What follows belongs to an exercise in optimizing a design on an open flow for small area, a short achievable clock period and few clock cycles per item; a production flow would make more cautious choices. Only simulation tests tie the RTL to the original design; equivalence was not proved. Power is estimated from default activity; no workload was simulated.

File: flow/flow/run.sh
#!/bin/bash
set -o pipefail
export BUFFER_PORTS_ARGS="-buffer_cell sky130_fd_sc_hd__buf_1"
export CTS_CLUSTER_SIZE=30
export CTS_CLUSTER_DIAMETER=60
bash standard.sh > standard.log 2>&1
File: flow/standard.sh
#!/bin/bash
# synth_recipe.tcl (not shown) runs the flow's synth.tcl, then flattens the netlist and writes it again
# the make line also repeats each setting of config.mk as NAME=value (left out here)
make -C /OpenROAD-flow-scripts/flow DESIGN_CONFIG=/design/flow/config.mk WORK_HOME=/design/flow/orfs CLKGATE_MAP_FILE= SYNTH_SCRIPT=/design/flow/synth_recipe.tcl "${@:-finish}"
File: flow/config.mk
export PLATFORM = sky130hd
export DESIGN_NAME = sorter_top
export DESIGN_NICKNAME = sorter_top
export VERILOG_FILES = /design/flow/design.v
export SDC_FILE = /design/flow/constraint.sdc
export NUM_CORES = 4
export LEC_CHECK = 0
export CAP_MARGIN = 20
export CORE_MARGIN = 2
export CORE_UTILIZATION = 45
export SETUP_SLACK_MARGIN = 1.75
export SLEW_MARGIN = 20
File: flow/constraint.sdc
create_clock -name core_clock -period 4.0 [get_ports {clk}]
set_input_delay 0.8000 -clock core_clock [delete_from_list [all_inputs] [get_ports {clk}]]
set_output_delay 0.8000 -clock core_clock [all_outputs]
set_load 0.01 [all_outputs]
File: flow/design.v
module sort_node_act #(
    parameter WIDTH = 16,
    parameter IDX_W = 5
)(
    input  logic             clk,
    input  logic             keep,       
    input  logic             ins,        
    input  logic             shift,      
    input  logic [WIDTH-1:0] new_val,
    input  logic [IDX_W-1:0] new_idx,
    input  logic [WIDTH-1:0] left_val,
    input  logic [IDX_W-1:0] left_idx,
    output logic [WIDTH-1:0] val,
    output logic [IDX_W-1:0] idx
);
    always_ff @(posedge clk) begin
        val <= ({WIDTH{keep}}  & val)
             | ({WIDTH{ins}}   & new_val)
             | ({WIDTH{shift}} & left_val);
        idx <= ({IDX_W{keep}}  & idx)
             | ({IDX_W{ins}}   & new_idx)
             | ({IDX_W{shift}} & left_idx);
    end
endmodule
module serial_sorter #(
    parameter WIDTH = 16,
    parameter NUM_NODES = 32
)(
    input  wire             clk,
    input  wire             rst_n,
    input  wire             load_en,
    input  wire [WIDTH-1:0] data_in,
    input  wire             clear,
    output wire             out_vld,
    output wire [NUM_NODES-1:0][WIDTH-1:0] data_out,
    output wire [NUM_NODES-1:0][$clog2(NUM_NODES)-1:0] idx_out
);
    localparam IDX_W = $clog2(NUM_NODES);
    logic [WIDTH-1:0] d2;
    logic [WIDTH-1:0] d2n, d2e, d2ne;
    logic             l2;
    logic [IDX_W:0]   cnt;           
    logic [NUM_NODES-1:0] c;         
    logic [NUM_NODES-1:0] cn;        
    logic [NUM_NODES-1:0] a;         
    logic [3:0]       bq;            
    function automatic logic lt(input logic [WIDTH-1:0] x, input logic [WIDTH-1:0] y);
        logic [WIDTH-1:0] l, e;
        integer w, k;
        l = ~x & y;
        e = ~(x ^ y);
        for (w = 1; w < WIDTH; w = w * 2)
            for (k = 0; k + w < WIDTH; k = k + 2 * w) begin
                l[k] = l[k + w] | (e[k + w] & l[k]);
                e[k] = e[k + w] & e[k];
            end
        lt = l[0];
    endfunction
    assign out_vld = cnt[IDX_W];
    always_ff @(posedge clk or negedge rst_n) begin
        if (!rst_n) begin
            l2  <= 1'b0;
            cnt <= '0;
        end else begin
            l2 <= load_en;
            if (clear)   cnt <= '0;
            else if (l2) cnt <= cnt + 1'b1;
        end
    end
    always_ff @(posedge clk or negedge rst_n) begin
        if (!rst_n) c <= '1;
        else        c <= load_en ? cn : '1;
    end
    always_ff @(posedge clk) begin
        d2  <= data_in;
        d2n <= ~data_in;
        if (load_en) begin
            d2e  <= data_in;
            d2ne <= ~data_in;
        end
    end
    wire [3:0][WIDTH-1:0] dq = {~d2ne, d2e, ~d2n, d2};
    assign bq[0] = lt(d2, data_in);
    assign bq[1] = lt(~d2n, data_in);
    assign bq[2] = lt(d2e, data_in);
    assign bq[3] = lt(~d2ne, data_in);
    genvar i;
    generate
        for (i = 0; i < NUM_NODES; i = i + 1) begin : nodes
            wire c_left = (i == 0) ? 1'b1 : c[i-1];
            wire a_left = (i == 0) ? 1'b0 : a[i-1];
            assign a[i]  = (cnt > i) & lt(data_out[i], data_in);
            wire             bi = bq[i * 4 / NUM_NODES];
            wire [WIDTH-1:0] vi = dq[i * 4 / NUM_NODES];
            assign cn[i] = c[i] ? a[i] : (c_left ? bi : a_left);
            sort_node_act #(.WIDTH(WIDTH), .IDX_W(IDX_W)) node (
                .clk      (clk),
                .keep     (c[i]),
                .ins      (c_left & ~c[i]),
                .shift    (~c_left),
                .new_val  (vi),
                .new_idx  (cnt[IDX_W-1:0]),
                .left_val ((i == 0) ? vi : data_out[i-1]),
                .left_idx ((i == 0) ? cnt[IDX_W-1:0] : idx_out[i-1]),
                .val      (data_out[i]),
                .idx      (idx_out[i])
            );
        end
    endgenerate
endmodule
module sorter_top (
    input  wire          clk,
    input  wire          rst_n,
    input  wire          load_en,
    input  wire [15:0]   data_in,
    input  wire          clear,
    output wire          out_vld,
    output wire [511:0]  data_out,
    output wire [159:0]  idx_out
);
    localparam WIDTH     = 16;
    localparam NUM_NODES = 32;
    localparam IDX_W     = $clog2(NUM_NODES);
    wire [NUM_NODES-1:0][WIDTH-1:0] data_arr;
    wire [NUM_NODES-1:0][IDX_W-1:0] idx_arr;
    serial_sorter #(
        .WIDTH(WIDTH),
        .NUM_NODES(NUM_NODES)
    ) u_sorter (
        .clk(clk),
        .rst_n(rst_n),
        .load_en(load_en),
        .data_in(data_in),
        .clear(clear),
        .out_vld(out_vld),
        .data_out(data_arr),
        .idx_out(idx_arr)
    );
    assign data_out = data_arr;
    assign idx_out  = idx_arr;
endmodule
==> flow_summary.yaml, run 1 <==
synth:
  syn_inst: 4560
  synthTopCellsByCount: "683 x dfxtp_1, 565 x inv_1, 544 x ha_1"
  avgSynthCellArea_um2: 8.94
  synth_seq_cells: 775
  synth-compound-area-share: 0.254
  ys_seq_area_frac: 0.399
  synth_top_area_cell: "dfxtp_1"
  synth.distinct_cells: 65
  synth-edff-count: 53
  synthSimpleGateAreaFrac: 0.100
  synth_top_family_by_area: "compound AO/OA/AOI/OAI gates"
  ys_warn_count: 2
  yosysMostFrequentCell: "dfxtp_1"
  synth_area_um2: 40800
  synth_ff_type: "dfxtp_1"
  synth_adder_area_share: 0.167
  synth_nets: 5124
  synthXorXnorAreaFrac: 0.000645
  yosysTopAreaCellShare: 0.336
  netlist_top_cells_area: "dfxtp_1 34%, ha_1 17%, a22oi_1 7.2%"
  muxShareOfSynthArea: 0.00126
  synthArstFlopShare: 0.0503
layout:
  drive_gt1_frac: 0.0909
  nFillCells: 8453
  diodes: 0
  final_net_count: 5821
  synthToLayoutAreaGrowth_pct: 20.0
clock_network:
  numCtsBuffers: 72
  cts-root-buf: "clkbuf_16"
  insertion_delay_ps: 670
  h-tree-depth: 3
  clockBufferDepth: 3
  cts.clk_slew.worst_paths_ps: 80
  cts_tree: "yes"
  cts_sinks: 775
power:
  power_switching_w: 0.0195
  sw_frac_of_total: 0.470
  clock_power_share: 0.185
  combPwrFrac: 0.428
  power.leakage_nw: 22.2
  irDropWorstVdd_mv: 0.518
  internal_power_w: 0.0219
  seqPwrFrac: 0.387
  p_total_w: 0.0414
  p_per_area_nw_per_um2: 847
routing:
  post_drt_via_cell_ratio: 6.17
  wl_per_cell_um: 28.0
  drtAntennaViolNets: 0
  routed_wl_mm: 182
  dr.pass1.iters: 6
  vias: 40000
  initialDrtViolationCount: 4601
  post-route-drc-count: 0
sta:
  rsz0062_at_grt: "yes"
  max_freq_ghz: 0.435
  tns_ps: 0
  period_needed_ps: 2300
  slew_violations: 0
  final.period_utilization: 0.575
  finalSetupViolations: 0
  relSlewSlack: 0.302
  fin_skew_ps: 32.4
  finalHoldViolCount: 0
  whs_ps: 357
  tightestPinTransition_ps: 1050
worst_hold_path:
  min_from: "data_in[2]"
  min_delay_path_depth: 1
  worstHoldEndpoint: "u_sorter.d2[2]"
  min_path_type: "input pin to register"
grt:
  antenna_found_initial: 6
  grt_use_total: 0.365
  grt-ovfl-total: 0
  grt_pass1_vias: 36800
  grt_max_degree: 48
  grt_pass1_wl_mm: 254
setup_path:
  critical_path_class: "register to register"
  arrival_ps: 2820
  ff2ff_path_depth: 3
  crit_fanout: 25
  r2r_slack_ps: 1700
  worstSetupStartpointType: "register"
  cp-end-kind: "register"
  r2r_start: "u_sorter.c[24]"
  r2r_end: "u_sorter.nodes[25].node.val[14]"
  required_ps: 4520
placed_design:
  dp_hpwl_mm: 128
  routabilityCongestion: 0.935
  port_buffers: 692
die:
  die_x_um: 305
  ioPinCount: 693
  start_util: 0.453
  fp.dieH_um: 305
  dieArea_um2: 93000
  core_region_area_um2: 89900
  rows: 110
run:
  drv_cap: 0
status:
  outcome: "timing/DRC/antenna clean"
==> per-stage QoR <==
stage / util / cell area [µm²] / std cells / setup WS, ps
2_1_floorplan: - / 40800 / 4560 / 1570
3_3_place_gp: 0.498 / 44800 / 6264 / 695
3_5_place_dp: 0.498 / 44800 / 6264 / 716
4_1_cts: 0.535 / 48100 / 6451 / 1720
5_1_grt: 0.544 / 48900 / 6491 / 1700
6_report: 0.544 / 48900 / 6491 / 1700
==> flip-flops by register name (all words and copies together) (netlist names), named ones only <==
name,cells
u_sorter.d2e,16
u_sorter.cnt,6
u_sorter.nodes.node.val,496
u_sorter.d2ne,16
u_sorter.d2n,16
u_sorter.c,32
u_sorter.d2,16
u_sorter.l2,1
u_sorter.nodes.node.idx,155
==> layer usage <==
| layer | vias up | part of all wire | track usage | wire (µm) |
|---|---|---|---|---|
| met4 | 0 | 0.052 | 0.172 | 9380 |
| met3 | 387 | 0.10 | 0.0702 | 18100 |
| li1 | 18000 | - | - | - |
| met2 | 2262 | 0.44 | 0.565 | 79800 |
| met5 | - | 0 | 0 | 0 |
| met1 | 19400 | 0.41 | 0.489 | 74300 |
==> power by group through the flow <==
stage / registers, W / logic (W) / clock network, W
floorplan: 0.0152 / 0.0100 / 0
global placement: 0.0161 / 0.0167 / 0
detailed placement: 0.0161 / 0.0170 / 0
CTS: 0.0158 / 0.0173 / 0.00769
global route: 0.0163 / 0.0197 / 0.00800
finish: 0.0160 / 0.0177 / 0.00766
==> placed cells by master (no fill, tap or decap), types with 14 or more instances in the layout <==
cell	Yosys	final
buf_4	0	159
clkinv_8	0	14
dfstp_2	32	30
nand4_1	64	64
a221o_1	121	121
o211ai_1	21	21
buf_1	21	673
o221ai_1	150	149
a21oi_1	175	171
a211oi_1	79	72
nand4b_1	22	22
a22oi_1	393	392
nand3_1	27	27
ha_1	544	536
nor2_1	173	171
inv_1	565	558
a21o_1	72	72
clkbuf_16	0	83
nor3_1	21	19
dfxtp_1	683	659
o21ai_0	377	367
nand2_1	482	471
nor2b_1	66	65
edfxtp_1	53	53
buf_6	0	16
==> cell type report <==
type                            count  area, µm²  area share
Multi-Input combinational cell   2943      21700       0.443
Timing Repair Buffer              888       4620      0.0945
Timing Repair inverter              5       25.0    0.000512
Tap cell                         1176       1470      0.0301
Inverter                          572       2170      0.0444
Sequential cell                   775      16400       0.335
Clock inverter                     51        652      0.0133
Clock buffer                       81       1940      0.0397
==> worst max-delay path by stage <==
stage | from | end | slack (ps) | depth (start not counted)
final | u_sorter.c[24] | u_sorter.nodes[25].node.val[14] | 1700 | 3
after CTS | u_sorter.cnt[4] | u_sorter.c[26] | 1720 | 7
after detailed placement | data_in[13] | u_sorter.c[2] | 720 | 8
after floorplan | data_in[5] | u_sorter.c[6] | 1570 | 7
after global routing | u_sorter.c[24] | u_sorter.nodes[25].node.val[7] | 1700 | 3
after global placement | data_in[13] | u_sorter.c[2] | 700 | 8
==> worst max-delay path, cell delays in order, from the launching register on <==
cell	delay [ps]
dfstp_2	890
clkinvlp_2	780
a22oi_1	380
o21ai_0	110
==> cells by family after synthesis <==
| group | after synthesis |
|---|---|
| buffers and inverters | 842 |
| AOI/OAI and AO/OA | 1485 |
| adders and majority gates | 544 |
| xor gates and xnor gates | 3 |
| muxes | 5 |
| and+or+nand+nor | 906 |
| DFF | 775 |
==> repair_timing <==
action                                  in CTS  in global routing
hold buffers                                 0                  0
pin swaps                                    6                 22
cloned                                       5                  9
setup buffers                               50                 31
resized for setup                           86                 97
endpoints found under the setup margin     147                146
Testbench counts, summed over its fixed seeds: cycles 13,432, items 12,288.
==> run 2, diff against run 1 <==
==> flow/flow/run.sh (replaced) <==
#!/bin/bash
set -o pipefail
export BUFFER_PORTS_ARGS="-buffer_cell sky130_fd_sc_hd__buf_1"
export CTS_CLUSTER_SIZE=40
export CTS_CLUSTER_DIAMETER=70
bash standard.sh > standard.log 2>&1
--- a/flow/config.mk
+++ b/flow/config.mk
@@ -7,6 +7,6 @@
 export LEC_CHECK = 0
 export CAP_MARGIN = 20
 export CORE_MARGIN = 2
-export CORE_UTILIZATION = 45
-export SETUP_SLACK_MARGIN = 1.75
+export CORE_UTILIZATION = 60
+export SETUP_SLACK_MARGIN = 1.9
 export SLEW_MARGIN = 20
==> flow_summary.yaml, run 2 <==
setup_path:
  cp-end-kind: "register"
  worstSetupStartpointType: "register"
  crit_fanout: 4
  ff2ff_path_depth: 7
  r2r_end: "u_sorter.c[29]"
  r2r_start: "u_sorter.d2ne[13]"
  arrival_ps: 2730
  critical_path.cell_chain: "ha_4 > a21o_1 > a21o_1 > a221o_1 > nor3_4 > nor3b_2 > a311oi_2"
  critical_path_class: "register to register"
  required_ps: 4560
  slowest_delay_ps: 510
  path_common_cell: "a21o_1"
  crit_slowest_cell: "edfxtp_1"
  r2r_slack_ps: 1830
synth:
  synth.distinct_cells: 65
  ys_seq_area_frac: 0.399
  synth-edff-count: 53
  netlist_top_cells_area: "dfxtp_1 34%, ha_1 17%, a22oi_1 7.2%"
  synth_top_area_cell: "dfxtp_1"
  synth_ff_type: "dfxtp_1"
  yosysTopAreaCellShare: 0.336
  avgSynthCellArea_um2: 8.94
  synth_seq_cells: 775
  yosysMostFrequentCell: "dfxtp_1"
  ys_warn_count: 2
  synthArstFlopShare: 0.0503
  synth_area_um2: 40800
  synth_nets: 5124
  syn_inst: 4560
  synthTopCellsByCount: "683 x dfxtp_1, 565 x inv_1, 544 x ha_1"
clock_network:
  cts.clk_slew.worst_paths_ps: 100
  numCtsBuffers: 46
  insertion_delay_ps: 670
  cts_sinks: 775
  cts_tree: "yes"
  cts-root-buf: "clkbuf_16"
  h-tree-depth: 2
  clockBufferDepth: 3
  postCtsHoldBufs: 0
sta:
  period_needed_ps: 2170
  slew_violations: 0
  tightestPinTransition_ps: 917
  max_freq_ghz: 0.461
  whs_ps: 398
  fin_skew_ps: 35.1
  final.period_utilization: 0.542
  tns_ps: 0
  relSlewSlack: 0.388
  rsz0062_at_grt: "yes"
  finalSetupViolations: 0
  finalHoldViolCount: 0
layout:
  final_cell_mix: "605 x buf_1, 552 x inv_1, 517 x ha_1"
  top_register: "u_sorter.nodes.node.val"
  final_common_cell: "buf_1"
  drive_gt1_frac: 0.151
  diodes: 0
  reg_top3: "u_sorter.nodes.node.val: 496 flops, u_sorter.nodes.node.idx: 155 flops, u_sorter.c: 32 flops"
  multi_input_area_um2: 22200
  nFillCells: 5305
  largest_reg_flops: 496
  final_net_count: 5809
  seq_area_um2: 16600
  synthToLayoutAreaGrowth_pct: 19.7
placed_design:
  port_buffers: 692
  routabilityCongestion: 0.962
  dp_hpwl_mm: 117
power:
  irDropWorstVdd_mv: 0.571
  power.leakage_nw: 22.1
  p_per_area_nw_per_um2: 825
die:
  start_util: 0.607
  rows: 95
  die_x_um: 265
  fp.dieH_um: 265
  core_region_area_um2: 67200
  dieArea_um2: 70000
  ioPinCount: 693
status:
  outcome: "timing/DRC/antenna clean"
routing:
  drtAntennaViolNets: 0
  dr.pass1.iters: 6
  initialDrtViolationCount: 5813
  routed_wl_mm: 169
  post-route-drc-count: 0
  wl_per_cell_um: 27.4
  vias: 41100
  post_drt_via_cell_ratio: 6.68
grt:
  grt_pass1_vias: 37600
  grt-ovfl-total: 0
  antenna_found_initial: 5
  grt_pass1_wl_mm: 242
  grt_use_total: 0.455
  grt_max_degree: 49
worst_hold_path:
  min_path_type: "input pin to register"
  min_delay_path_depth: 1
  worstHoldEndpoint: "u_sorter.d2[14]"
  min_from: "data_in[14]"
run:
  drv_cap: 0
==> run 2: cell type report <==
class,instances,area share
Inverter,572,0.0448
Clock inverter,35,0.0102
Sequential cell,775,0.341
Timing Repair Buffer,899,0.100
Multi-Input combinational cell,2943,0.456
Tap cell,873,0.0224
Timing Repair inverter,8,0.00103
Clock buffer,51,0.0255
==> run 2: cell families after synthesis <==
group,synth area share
AO/OA/AOI/OAI,0.254
AND/OR/NAND/NOR,0.100
buffers and inverters,0.0777
flip-flops,0.399
adder cells (fa/ha/maj),0.167
multiplexers,0.00126
XOR/XNOR,0.000645
==> run 2: layer usage <==
layer	wire, µm	share of wire	vias to the layer above	track usage
li1	-	-	18000	-
met5	31	0.00018	-	0
met3	21100	0.12	624	0.0996
met4	12500	0.074	4	0.275
met2	72000	0.43	2950	0.683
met1	63300	0.38	19500	0.600
==> run 2: worst max-delay path by stage <==
stage	from	endpoint
after floorplan	data_in[5]	u_sorter.c[6]
after global placement	data_in[7]	u_sorter.c[6]
after detailed placement	data_in[7]	u_sorter.c[12]
after CTS	u_sorter.d2[5]	u_sorter.c[6]
after global routing	u_sorter.d2[4]	u_sorter.c[6]
final	u_sorter.d2ne[13]	u_sorter.c[29]
==> run 2: report_power, final <==
group	internal [W]	total (W)	switching, W	leakage (nW)
clock	0.00264	0.00589	0.00325	0.840
combinational	0.00710	0.0180	0.0109	14.6
sequential	0.0116	0.0164	0.00480	6.69
total	0.0213	0.0403	0.0190	22.1
==> run 2: critical path: cells and delay by family (launching register included) <==
kind | cells | cell delay [ps]
AO/OA/AOI/OAI | 4 | 710
AND/OR/NAND/NOR | 2 | 590
flip-flops | 1 | 510
adder cells (fa/ha/maj) | 1 | 270
==> run 2: timing repair <==
action | in CTS | in global routing
setup endpoints to repair | 401 | 184
endpoints found under the hold margin | 0 | 0
setup buffers | 66 | 39
pin swaps | 25 | 57
gates cloned | 10 | 6
resized for setup | 317 | 239
==> run 2: per-stage QoR <==
step / instance area, µm² / cells / utilization / setup slack [ps] / power [W]
2_1_floorplan: 41100 / 4560 / - / 1570 / 0.0253
3_3_place_gp: 44500 / 5949 / 0.663 / 849 / 0.0323
3_5_place_dp: 44500 / 5949 / 0.663 / 814 / 0.0327
4_1_cts: 47700 / 6111 / 0.710 / 1840 / 0.0391
5_1_grt: 48800 / 6156 / 0.727 / 1780 / 0.0425
6_report: 48800 / 6156 / 0.727 / 1830 / 0.0403
==> run 3, diff against run 2 <==
--- a/flow/config.mk
+++ b/flow/config.mk
@@ -8,5 +8,5 @@
 export CAP_MARGIN = 20
 export CORE_MARGIN = 2
 export CORE_UTILIZATION = 60
-export SETUP_SLACK_MARGIN = 1.9
+export SETUP_SLACK_MARGIN = 1.8
 export SLEW_MARGIN = 20
==> flow_summary.yaml, run 3 <==
status:
  outcome: "timing/DRC/antenna clean"
layout:
  largest_reg_flops: 496
  top_register: "u_sorter.nodes.node.val"
  final_net_count: 5789
  final_common_cell: "buf_1"
  drive_gt1_frac: 0.0886
  nFillCells: 5433
  synthToLayoutAreaGrowth_pct: 17.0
  final_cell_mix: "668 x buf_1, 645 x dfxtp_1, 558 x inv_1"
  reg_top3: "u_sorter.nodes.node.val: 496 flops, u_sorter.nodes.node.idx: 155 flops, u_sorter.c: 32 flops"
  layout.cells.non_filler: 6133
sta:
  fin_skew_ps: 34.9
  finalSetupViolations: 0
  period_needed_ps: 2240
  relSlewSlack: 0.340
  slew_violations: 0
  setup_ws_ps: 1760
  tns_ps: 0
  rsz0062_at_grt: "yes"
  max_freq_ghz: 0.447
  final.period_utilization: 0.559
  tightestPinTransition_ps: 990
  finalHoldViolCount: 0
  whs_ps: 249
synth:
  synth.distinct_cells: 65
  synthArstFlopShare: 0.0503
  yosysTopAreaCellShare: 0.336
  synth_seq_cells: 775
  synth_area_um2: 40800
  synth_ff_type: "dfxtp_1"
  syn_inst: 4560
  ys_warn_count: 2
  synth_top_area_cell: "dfxtp_1"
  ys_seq_area_frac: 0.399
  synth_nets: 5124
  yosysMostFrequentCell: "dfxtp_1"
  synth-edff-count: 53
  netlist_top_cells_area: "dfxtp_1 34%, ha_1 17%, a22oi_1 7.2%"
  synthTopCellsByCount: "683 x dfxtp_1, 565 x inv_1, 544 x ha_1"
  avgSynthCellArea_um2: 8.94
placed_design:
  port_buffers: 692
  dp_hpwl_mm: 119
  dp.cells: 5954
  preCtsSetupSlack_ps: 701
  routabilityCongestion: 0.963
setup_path:
  crit_cells: 1
  crit_start: "u_sorter.nodes[24].node.idx[0]"
  ff2ff_path_depth: 2
  critical_path.cell_chain: "buf_1"
  required_ps: 3200
  arrival_ps: 1440
  cp-end-kind: "output port"
  worstSetupStartpointType: "register"
  slowest_delay_ps: 560
  crit_fanout: 3
  cp_num_buf_inv: 1
  crit_slowest_cell: "dfxtp_1"
  critical_path_class: "register to output port"
  r2r_start: "u_sorter.c[25]"
  path_delay_family: "flip-flops"
power:
  clock_power_share: 0.145
  power_switching_w: 0.0189
  sw_frac_of_total: 0.478
  combPwrFrac: 0.444
  seqPwrFrac: 0.411
  internal_power_w: 0.0207
  p_per_area_nw_per_um2: 831
  irDropWorstVdd_mv: 0.567
  power.leakage_nw: 21.8
die:
  start_util: 0.607
  die_x_um: 265
  dieArea_um2: 70000
  rows: 95
  core_region_area_um2: 67200
  ioPinCount: 693
  fp.dieH_um: 265
grt:
  grt_max_degree: 48
  grt-ovfl-total: 0
  grt_use_total: 0.459
  grt_pass1_wl_mm: 244
  grt_pass1_vias: 37600
  grt_util_met2: 0.697
  busiest_layer: "met2"
  use_met3: 0.113
  grtUsageMet1: 0.598
  antenna_found_initial: 5
routing:
  initialDrtViolationCount: 5578
  wl_per_cell_um: 27.7
  routed_wl_mm: 170
  dr.pass1.iters: 8
  vias: 40900
  post-route-drc-count: 0
  drtAntennaViolNets: 0
  post_drt_via_cell_ratio: 6.68
worst_hold_path:
  min_path_type: "input pin to async pin"
clock_network:
  cts-root-buf: "clkbuf_16"
  numCtsBuffers: 43
  cts_sinks: 775
  h-tree-depth: 2
  cts.clk_slew.worst_paths_ps: 120
  cts_tree: "yes"
  insertion_delay_ps: 660
  clockBufferDepth: 3
run:
  drv_cap: 0
[run 3: worst paths after layout]
path	to	slack, ps
hold / removal	u_sorter.cnt[1]	250
max in group asynchronous	u_sorter.cnt[2]	3280
setup reg to reg	u_sorter.nodes[26].node.val[6]	1830
hold reg to reg	u_sorter.nodes[31].node.idx[1]	490
min in group core_clock	u_sorter.d2[2]	410
setup / recovery	idx_out[120]	1760
[run 3: final cells by class]
class	count	area, µm²	share of cell area
multi-input combinational	2943	21800	0.457
sequential	775	16400	0.343
timing repair buffer	886	4620	0.0969
inverter	572	2170	0.0455
clock buffer	49	1160	0.0244
tap	873	1090	0.0229
clock inverter	30	477	0.0100
timing repair inverter	4	22.5	0.000472
antenna	1	2.50	0.0000525
[run 3: power groups by stage]
stage | clock network, W | logic [W] | registers [W]
floorplan | 0 | 0.0100 | 0.0152
global placement | 0 | 0.0163 | 0.0162
detailed placement | 0 | 0.0167 | 0.0162
CTS | 0.00571 | 0.0171 | 0.0159
global route | 0.00596 | 0.0195 | 0.0164
finish | 0.00574 | 0.0176 | 0.0163
[run 3: through the flow]
stage               area, µm²  utilization  total power, W
floorplan               40900            -          0.0253
global placement        44400        0.661          0.0325
detailed placement      44400        0.661          0.0329
CTS                     46900        0.698          0.0387
global route            47700        0.710          0.0418
finish                  47700        0.710          0.0396
[run 3: kinds of logic after synthesis]
logic type,Yosys count,share of synthesized area
flops,775,0.399
xor+xnor,3,0.000645
simple gates,906,0.100
fa+ha+maj,544,0.167
mux,5,0.00126
buf+inv,842,0.0777
compound gates,1485,0.254
[run 3: metal layers]
layer	wire length [µm]	up-vias
met1	63100	19600
met3	21600	582
met4	11600	6
met5	45	-
li1	-	17900
met2	73300	2820
[run 3: what timing repair did]
| action | in CTS | in global routing |
|---|---|---|
| gates resized for setup | 101 | 125 |
| hold buffers | 0 | 0 |
| endpoints found under the setup margin | 198 | 133 |
| pin swaps | 5 | 28 |
| setup buffers | 55 | 35 |
| gates cloned | 4 | 5 |

[port drivers added, routing unchanged]
The flow's constraints put no driver on any port. The routed layouts listed below were extracted and timed again, unchanged, in two steps.
Step 1 assumes that a clkbuf_16 drives the clock port and a buf_2 every other input.
Step 2 adds t to the input delays and takes it off the output delays; t is the mean of the earliest and latest rising clock arrival at the registers after step 1. Input paths then give back, and output paths get back, about the clock's delay inside the block.
Three values: ideal, step 1, step 2; two values: the first two.
| run | shift t [ns] | setup WS [ns] | hold slack, ns | clock arrival spread, ns | slew at the worst register clock pin (ns) |
|---|---|---|---|---|---|
| run 1 | 0.720 | 1.701 / 1.701 / 1.106 | 0.357 / 0.324 / 0.488 | 0.039 / 0.039 | 0.10 / 0.10 |
| run 2 | 0.722 | 1.831 / 1.814 / 1.131 | 0.398 / 0.370 / 0.480 | 0.035 / 0.035 | 0.11 / 0.11 |
| run 3 | 0.720 | 1.764 / 1.690 / 1.115 | 0.249 / 0.235 / 0.494 | 0.041 / 0.040 | 0.12 / 0.12 |
After both steps every run listed still meets setup and hold. The setup slack of run 2, which loses most, moves by -0.017 ns with the drivers and by -0.700 ns with both steps.
